This is an optimization exercise on Yosys and OpenROAD, whose aim is small area and a short achievable clock period, not a production implementation. Where RTL was checked, it was by simulation tests only, not by an equivalence proof against the original. Power is estimated from default activity; no workload was simulated.

==> inputs of wip/fjord <==
Design top, start of the top module:
module top(
	input clk,
	input rst,
	input [64-1:0] data_input,
	input read_enable,
	input write_enable,
	output [64-1:0] data_output,
	output empty,
	output full
);
==> module fifo, before the edit <==
module fifo
	#(
		parameter DATA_WIDTH = 64,  
		parameter ADDR_WIDTH = 5
	)
	(
		input logic								clk,
		input logic								rst,
		input logic		[DATA_WIDTH-1:0] 		data_input,
		input logic								read_enable_input,
		input logic								write_enable_input,
		output logic	[DATA_WIDTH-1:0]		data_output,
		output logic							empty,
		output logic							full
	);
	localparam FIFO_SIZE = (1 << ADDR_WIDTH);
	reg [FIFO_SIZE-1:0] rd_ok;
	reg [FIFO_SIZE-1:0] wr_ok;
	reg                 not_empty_r;	 
	reg                 full_r;
	wire read_enable  = read_enable_input  && not_empty_r;
	wire write_enable = write_enable_input && !full_r;
	wire [FIFO_SIZE-1:0] head_pos = not_empty_r ? rd_ok : wr_ok;
	wire [FIFO_SIZE-1:0] tail_pos = full_r      ? rd_ok : wr_ok;
	wire [FIFO_SIZE-1:0] head_inc = {head_pos[FIFO_SIZE-2:0], head_pos[FIFO_SIZE-1]};
	wire [FIFO_SIZE-1:0] tail_inc = {tail_pos[FIFO_SIZE-2:0], tail_pos[FIFO_SIZE-1]};
	reg [FIFO_SIZE-1:0] head_next, tail_next;
	reg                 not_empty_next, full_next;
	always @(*) begin
		head_next      = read_enable  ? head_inc : head_pos;
		tail_next      = write_enable ? tail_inc : tail_pos;
		not_empty_next = not_empty_r;
		full_next      = full_r;
		if (read_enable && !write_enable) begin
			not_empty_next = !(|(head_inc & tail_pos));
			full_next      = 1'b0;
		end else if (write_enable && !read_enable) begin
			not_empty_next = 1'b1;
			full_next      = |(tail_inc & head_pos);
		end
	end
	assign empty = !not_empty_r;
	assign full  = full_r;
	always @(posedge clk, posedge rst) begin
		if (rst) begin
			rd_ok       <= 0;
			wr_ok       <= 1;
			not_empty_r <= 1'b0;
			full_r      <= 1'b0;
		end else begin
			rd_ok       <= not_empty_next ? head_next : {FIFO_SIZE{1'b0}};
			wr_ok       <= full_next      ? {FIFO_SIZE{1'b0}} : tail_next;
			not_empty_r <= not_empty_next;
			full_r      <= full_next;
		end
	end
	wire [FIFO_SIZE-1:0] wsel   = {FIFO_SIZE{write_enable_input}} & wr_ok;
	wire [FIFO_SIZE-1:0] wsel_n = ~wsel;
	wire [FIFO_SIZE-1:0] rsel   = {FIFO_SIZE{read_enable_input}} & rd_ok;
	wire                 rhold  = !read_enable;
	genvar i;
	wire [DATA_WIDTH-1:0] mem_q [0:FIFO_SIZE-1];
	generate
		for (i = 0; i < FIFO_SIZE; i = i + 1) begin : entry
			reg  [DATA_WIDTH-1:0] word;
			wire [DATA_WIDTH-1:0] word_d;
			fifo_ao22 #(.W(DATA_WIDTH)) hold_mux (
				.a(data_input), .sa(wsel[i]),
				.b(word),       .sb(wsel_n[i]),
				.y(word_d));
			always @(posedge clk)
				word <= word_d;
			assign mem_q[i] = word;
		end
	endgenerate
	wire [DATA_WIDTH-1:0] rd_n0, rd_n1, rd_n2, rd_word;
	fifo_aoi222 #(.W(DATA_WIDTH)) rd_g0 (
		.a(mem_q[0]), .sa(rsel[0]),
		.b(mem_q[1]), .sb(rsel[1]),
		.c(mem_q[2]), .sc(rsel[2]),
		.y(rd_n0));
	fifo_aoi222 #(.W(DATA_WIDTH)) rd_g1 (
		.a(mem_q[3]), .sa(rsel[3]),
		.b(mem_q[4]), .sb(rsel[4]),
		.c(mem_q[5]), .sc(rsel[5]),
		.y(rd_n1));
	fifo_aoi222 #(.W(DATA_WIDTH)) rd_g2 (
		.a(mem_q[6]),    .sa(rsel[6]),
		.b(mem_q[7]),    .sb(rsel[7]),
		.c(data_output), .sc(rhold),
		.y(rd_n2));
	fifo_nand3 #(.W(DATA_WIDTH)) rd_g3 (
		.a(rd_n0), .b(rd_n1), .c(rd_n2), .y(rd_word));
	always @(posedge clk)
		data_output <= rd_word;
endmodule  
==> flow/config.mk <==
export PLATFORM = sky130hd
export DESIGN_NAME = top
export DESIGN_NICKNAME = top
export VERILOG_FILES = /design/flow/design.v
export SDC_FILE = /design/flow/constraint.sdc
export NUM_CORES = 4
export LEC_CHECK = 0
export CAP_MARGIN = 20
export CORE_MARGIN = 2
export CORE_UTILIZATION = 55
export CTS_CLUSTER_DIAMETER = 80
export CTS_CLUSTER_SIZE = 20
export SETUP_SLACK_MARGIN = 1.2
export SLEW_MARGIN = 20
export SYNTH_HIERARCHICAL = 1
export SYNTH_MINIMUM_KEEP_SIZE = 0
==> flow/constraint.sdc <==
create_clock -name core_clock -period 3.1 [get_ports {clk}]
set_input_delay 0.6200 -clock core_clock [delete_from_list [all_inputs] [get_ports {clk}]]
set_output_delay 0.6200 -clock core_clock [all_outputs]
set_load 0.01 [all_outputs]
standard.sh (not shown) runs the stock make flow with config.mk's settings and CLKGATE_MAP_FILE= SYNTH_SCRIPT=/design/flow/synth_recipe.tcl, a recipe that flattens the netlist after the stock synthesis.
==> flow/flow/run.sh <==
#!/bin/bash
# The standard layout, with the ports buffered by small plain buffers
# (buffer_ports would otherwise pick a slow delay cell); repair may upsize them.
set -euo pipefail
export BUFFER_PORTS_ARGS="-buffer_cell sky130_fd_sc_hd__buf_1"
bash standard.sh > standard.log 2>&1
==> inputs of wip/delta, as changes to wip/fjord <==
--- a/flow/design.v
+++ b/flow/design.v
@@ -15,49 +15,44 @@
 	);
 	localparam FIFO_SIZE = (1 << ADDR_WIDTH);
-	reg [FIFO_SIZE-1:0] rd_ok;
-	reg [FIFO_SIZE-1:0] wr_ok;
-	reg                 not_empty_r;	 
-	reg                 full_r;
+	reg [ADDR_WIDTH-1:0] head_ptr;	 
+	reg [ADDR_WIDTH-1:0] tail_ptr;	 
+	reg                  not_empty_r;	 
+	reg                  full_r;
 	wire read_enable  = read_enable_input  && not_empty_r;
 	wire write_enable = write_enable_input && !full_r;
-	wire [FIFO_SIZE-1:0] head_pos = not_empty_r ? rd_ok : wr_ok;
-	wire [FIFO_SIZE-1:0] tail_pos = full_r      ? rd_ok : wr_ok;
-	wire [FIFO_SIZE-1:0] head_inc = {head_pos[FIFO_SIZE-2:0], head_pos[FIFO_SIZE-1]};
-	wire [FIFO_SIZE-1:0] tail_inc = {tail_pos[FIFO_SIZE-2:0], tail_pos[FIFO_SIZE-1]};
-	reg [FIFO_SIZE-1:0] head_next, tail_next;
-	reg                 not_empty_next, full_next;
-	always @(*) begin
-		head_next      = read_enable  ? head_inc : head_pos;
-		tail_next      = write_enable ? tail_inc : tail_pos;
-		not_empty_next = not_empty_r;
-		full_next      = full_r;
-		if (read_enable && !write_enable) begin
-			not_empty_next = !(|(head_inc & tail_pos));
-			full_next      = 1'b0;
-		end else if (write_enable && !read_enable) begin
-			not_empty_next = 1'b1;
-			full_next      = |(tail_inc & head_pos);
-		end
-	end
+	wire [ADDR_WIDTH-1:0] head_inc = head_ptr + 1'b1;
+	wire [ADDR_WIDTH-1:0] tail_inc = tail_ptr + 1'b1;
 	assign empty = !not_empty_r;
 	assign full  = full_r;
 	always @(posedge clk, posedge rst) begin
 		if (rst) begin
-			rd_ok       <= 0;
-			wr_ok       <= 1;
+			head_ptr <= 0;
+			tail_ptr <= 0;
 			not_empty_r <= 1'b0;
-			full_r      <= 1'b0;
+			full_r   <= 1'b0;
 		end else begin
-			rd_ok       <= not_empty_next ? head_next : {FIFO_SIZE{1'b0}};
-			wr_ok       <= full_next      ? {FIFO_SIZE{1'b0}} : tail_next;
-			not_empty_r <= not_empty_next;
-			full_r      <= full_next;
+			if (read_enable)
+				head_ptr <= head_inc;
+			if (write_enable)
+				tail_ptr <= tail_inc;
+			if (read_enable && !write_enable) begin
+				not_empty_r <= (head_inc != tail_ptr);
+				full_r  <= 1'b0;
+			end else if (write_enable && !read_enable) begin
+				not_empty_r <= 1'b1;
+				full_r  <= (tail_inc == head_ptr);
+			end
 		end
 	end
-	wire [FIFO_SIZE-1:0] wsel   = {FIFO_SIZE{write_enable_input}} & wr_ok;
-	wire [FIFO_SIZE-1:0] wsel_n = ~wsel;
-	wire [FIFO_SIZE-1:0] rsel   = {FIFO_SIZE{read_enable_input}} & rd_ok;
-	wire                 rhold  = !read_enable;
+	wire [FIFO_SIZE-1:0] wsel, wsel_n, rsel;
+	wire                 rhold = !read_enable;
 	genvar i;
+	generate
+		for (i = 0; i < FIFO_SIZE; i = i + 1) begin : dec
+			assign wsel[i]   = write_enable && (tail_ptr == i);
+			assign wsel_n[i] = !wsel[i];
+			assign rsel[i]   = read_enable && (head_ptr == i);
+		end
+	endgenerate
 	wire [DATA_WIDTH-1:0] mem_q [0:FIFO_SIZE-1];
 	generate
Settings changed: CORE_UTILIZATION 55 to 40, CTS_CLUSTER_DIAMETER 80 to default, CTS_CLUSTER_SIZE 20 to default.
==> qor summary <==
quantity                                                      wip/fjord         wip/delta
Design area                                                  22490 um^2        23470 um^2
Hold buffers post-CTS                                                 0                 1
Core Box Area                                                38470 um^2        51300 um^2
Post_cts resized                                                     13                46
Share of final layout cell area taken by non-clock buffers       5.219%            6.153%
Status                                 no timing/DRC/antenna violations  no timing/DRC/antenna violations
Antenna Cells                                                         3                 2
Global placer's final weighted congestion                        0.8662            0.7665
Antenna violations before repair                                      5                 6
Mapped cell area                                             21370 um^2        20780 um^2
Worst slack on hold paths                                     0.1432 ns         0.3631 ns
Complex-gate fraction of the synthesized area                    31.34%            31.01%
Total power                                                    12.45 mW          28.97 mW
Row Count                                                            72                83
Net count after synthesis                                          1738              1677
Endpoint arrival time on the critical path                      2.42 ns           2.38 ns
Multi-input logic cell count                                        882               828
Flip-flop and latch count after synthesis                           594               584
Non-Clock Buffer Count                                              192               200
Crit path required time                                         3.59 ns           3.58 ns
Combined area of the multi-input logic cells                  7669 um^2         7352 um^2
Share of cell area taken by multi-input logic gates              34.10%            31.33%
Final Routed Wirelength                                        64080 um          69470 um
Share of synthesized area spent on multiplexers                  1.124%                0%
Number of library cell types mapped by synthesis                     25                24
Worst r2r src                                               fifo.full_r  fifo.head_ptr[0]
Via count of the routed design                                    15990             15860
The RTL of wip/fjord was laid out without a check of its function.

==> re-timing with driven ports <==
The results above use ideal ports. As a check the final layouts listed here were re-extracted and re-timed, cells and wires unchanged.
Step 1 (the two cells are an assumption about what drives the block):
set clk [get_ports {clk}]
set_driving_cell -lib_cell sky130_fd_sc_hd__clkbuf_16 $clk
set_driving_cell -lib_cell sky130_fd_sc_hd__buf_2 [delete_from_list [all_inputs] $clk]
Step 2 times the ports against the registers' clock, not the clock port: input delays grow and output delays shrink by t, the midpoint of the rising clock arrivals with the driver on.
Slacks: ideal ports / drivers / drivers and shift; pairs: ideal ports / drivers.
| run | shift t [ns] | setup slack, ns | worst setup path at the end | worst slew at a driven data input, ns |
|---|---|---|---|---|
| wip/fjord | 0.625 | 1.168 / 1.115 / 0.753 | input to register | 0.09 |
| wip/delta | 0.685 | 1.193 / 1.183 / 0.736 | input to register | 0.11 |
After both steps setup and hold are still met in every run listed. For wip/delta, which loses most, drivers alone change the setup slack by -0.010 ns; drivers and shift together by -0.457 ns.
